What follows belongs to an exercise in optimizing a design on an open flow for small area; a production flow would make more cautious choices. The RTL was checked by simulation tests, not by an equivalence proof against the original design. The clock port is modelled as an ideal driver, which makes a skipped or thinned clock tree look cheaper than it is; a real chip needs a root buffer or a tree. Power figures rest on the tool's default switching activity, not on a simulated workload.

Design wave_wrapper, start of the top module:
module wave_wrapper(
 input clk,
 input rst,
 input enable,
 input [2:0] wave_in_wrapper,
 input [2:0] amp_wrapper,
 input [1:0] dc_wrapper,
 input [1:0] sel_f_wrapper,
 input [1:0] noise_sel,
 input [2:0] noise_amp,
 output [23:0] wave_out
);
clock: 10.0 ns
lec_check: 0
abc_area: 1
cap_margin: 20
core_margin: 2
core_utilization: 40
gpl_timing_driven: 0
slew_margin: 20
standard.sh (not shown) runs the stock make flow with config.mk's settings and CLKGATE_MAP_FILE= SYNTH_SCRIPT=/design/flow/synth_recipe.tcl, a recipe that flattens the netlist after the stock synthesis.
==> flow/flow/run.sh <==
#!/bin/bash
# Layout flow: the standard ORFS flow (standard.sh) with these changes,
# made in copies of the ORFS scripts:
#  - synthesis uses flow/abc_area.script as its ABC script (ABC's &deepsyn
#    and area-oriented mapping of the logic between the registers; the
#    registers are the standard synthesis's, untouched).  &deepsyn is
#    randomised: synthesis runs once per seed (NSYN seeds, in parallel, each
#    in its own work folder syn_<seed>/) and the smallest netlist is kept;
#  - port buffers use the smallest buffer cell;
#  - the repairs of max slew and capacitance aim at the limits themselves
#    (no margin) up to clock tree synthesis, and 15% below them after
#    global routing, whose parasitics are closer to the final ones;
#  - the clock tree is built by flow/clock_tree.tcl (four clock buffers,
#    each driving one quarter of the flip-flops) in place of TritonCTS; the
#    rest of the CTS step (timing repair, legalisation) is ORFS's.
# Each make's output goes to a log in this folder (synth_<seed>.log,
# flow_make.log); each ORFS step logs to <work folder>/logs/.
set -euo pipefail
here=$(pwd)
NSYN=4
prep_scripts() {
  rm -rf "$1"
  cp -r "$FLOW_HOME/scripts" "$1"
  sed "s/@SEED@/$2/" "$here/flow/abc_area.script" > "$1/abc_area.script"
  cp "$here/flow/clock_tree.tcl" "$1/clock_tree.tcl"
  grep -q 'log_cmd clock_tree_synthesis {\*}$cts_args' "$1/cts.tcl"
  sed -i 's|log_cmd clock_tree_synthesis {\*}$cts_args|source $::env(SCRIPTS_DIR)/clock_tree.tcl|' "$1/cts.tcl"
}
pids=()
for s in $(seq 1 $NSYN); do
  prep_scripts "$here/scripts_$s" "$s"
  bash standard.sh WORK_HOME="$here/syn_$s" SCRIPTS_DIR="$here/scripts_$s" synth \
    > "$here/synth_$s.log" 2>&1 &
  pids+=($!)
done
for p in "${pids[@]}"; do wait "$p" || true; done
best=""; best_area=""
for s in $(seq 1 $NSYN); do
  rpt="$here/syn_$s/reports/$FLOW_PLATFORM/wave_wrapper/base/synth_stat.txt"
  [[ -f "$here/syn_$s/results/$FLOW_PLATFORM/wave_wrapper/base/1_synth.odb" && -f "$rpt" ]] || continue
  a=$(sed -n "s/.*Chip area for module.*: \([0-9.]*\).*/\1/p" "$rpt" | tail -1)
  echo "seed $s: synthesis area $a" | tee -a "$here/synth_choice.log"
  if [[ -z "$best" ]] || awk -v a="$a" -v b="$best_area" 'BEGIN{exit !(a < b)}'; then
    best=$s; best_area=$a
  fi
done
[[ -n "$best" ]]
echo "kept seed $best ($best_area)" | tee -a "$here/synth_choice.log"
mkdir -p "$here/orfs"
cp -a "$here/syn_$best/." "$here/orfs/"
bash standard.sh SCRIPTS_DIR="$here/scripts_$best" \
  "BUFFER_PORTS_ARGS=-buffer_cell sky130_fd_sc_hd__buf_1" \
  CAP_MARGIN=0 SLEW_MARGIN=0 cts > "$here/flow_make.log" 2>&1
bash standard.sh SCRIPTS_DIR="$here/scripts_$best" \
  "BUFFER_PORTS_ARGS=-buffer_cell sky130_fd_sc_hd__buf_1" \
  CAP_MARGIN=15 SLEW_MARGIN=15 finish >> "$here/flow_make.log" 2>&1
Other scripts of this flow, unchanged in this note and not shown: flow/flow/abc_area.script, flow/flow/clock_tree.tcl
The starting point finished with timing, DRC and antenna clean.
==> next run, changes <==
Settings changed: CORE_UTILIZATION 40 to 60.
Effect: Worst setup slack is better by 0.17 ns. Design area is lower by 1.8%. Wire length is lower by 6.4%. Clock power is lower by about 2%.
==> next run, changes <==
--- a/flow/flow/run.sh
+++ b/flow/flow/run.sh
@@ -9,5 +9,2 @@
 #  - port buffers use the smallest buffer cell;
-#  - the repairs of max slew and capacitance aim at the limits themselves
-#    (no margin) up to clock tree synthesis, and 15% below them after
-#    global routing, whose parasitics are closer to the final ones;
 #  - the clock tree is built by flow/clock_tree.tcl (four clock buffers,
@@ -52,5 +49,2 @@
   "BUFFER_PORTS_ARGS=-buffer_cell sky130_fd_sc_hd__buf_1" \
-  CAP_MARGIN=0 SLEW_MARGIN=0 cts > "$here/flow_make.log" 2>&1
-bash standard.sh SCRIPTS_DIR="$here/scripts_$best" \
-  "BUFFER_PORTS_ARGS=-buffer_cell sky130_fd_sc_hd__buf_1" \
-  CAP_MARGIN=15 SLEW_MARGIN=15 finish >> "$here/flow_make.log" 2>&1
+  finish > "$here/flow_make.log" 2>&1
Settings changed: CORE_UTILIZATION 60 to 50, SLEW_MARGIN 20 to 10.
What happened: Die area climbs by about a fifth; sequential share of layout area drops by 0.60 points; sequential cell count stays the same; total power hardly moves; wire length climbs by a few percent; first-iteration DRC count drops by a quarter to a third; via count drops by a few percent; cell area climbs by a few percent.
==> next run, changes <==
--- a/flow/flow/run.sh
+++ b/flow/flow/run.sh
@@ -9,2 +9,5 @@
 #  - port buffers use the smallest buffer cell;
+#  - the repairs of max slew and capacitance aim at the limits themselves
+#    (no margin) up to clock tree synthesis, and 15% below them after
+#    global routing, whose parasitics are closer to the final ones;
 #  - the clock tree is built by flow/clock_tree.tcl (four clock buffers,
@@ -49,2 +52,5 @@
   "BUFFER_PORTS_ARGS=-buffer_cell sky130_fd_sc_hd__buf_1" \
-  finish > "$here/flow_make.log" 2>&1
+  CAP_MARGIN=0 SLEW_MARGIN=0 cts > "$here/flow_make.log" 2>&1
+bash standard.sh SCRIPTS_DIR="$here/scripts_$best" \
+  "BUFFER_PORTS_ARGS=-buffer_cell sky130_fd_sc_hd__buf_1" \
+  CAP_MARGIN=15 SLEW_MARGIN=15 finish >> "$here/flow_make.log" 2>&1
Settings changed: CORE_UTILIZATION 50 to 65, SLEW_MARGIN 10 to 20.
What happened: The new run finished with timing, DRC and antenna clean. Sequential power stays flat. Clock skew is about the same. Final area is lower by 2.2%.
No run of this note takes its clock network from TritonCTS; it comes from the design's own scripts or RTL.

-- static timing again, ports no longer ideal --
The flow's constraints put no driver on any port. The routed layouts listed below were extracted and timed again, unchanged, in two steps.
Step 1, drivers: a clkbuf_16 drives clk and a buf_2 each remaining input, both assumed.
Step 2 also shifts input and output timing later by t, the mid clock arrival at the registers, as if the neighbouring blocks saw the same clock.
a / b / c = ideal ports / drivers / drivers and shift; a / b = the first two.
run | shift t [ns] | setup WS [ns] | slew at the worst register clock pin (ns) | cell pins on the clock port's net
the first run | 0.247 | 0.393 / 0.393 / 0.393 | 0.11 / 0.11 | 4
the second run | 0.239 | 0.562 / 0.562 / 0.562 | 0.10 / 0.10 | 4
the third run | 0.239 | 0.278 / 0.278 / 0.278 | 0.11 / 0.11 | 4
the fourth run | 0.240 | 0.395 / 0.395 / 0.395 | 0.10 / 0.10 | 4
After both steps every run listed still meets setup and hold.
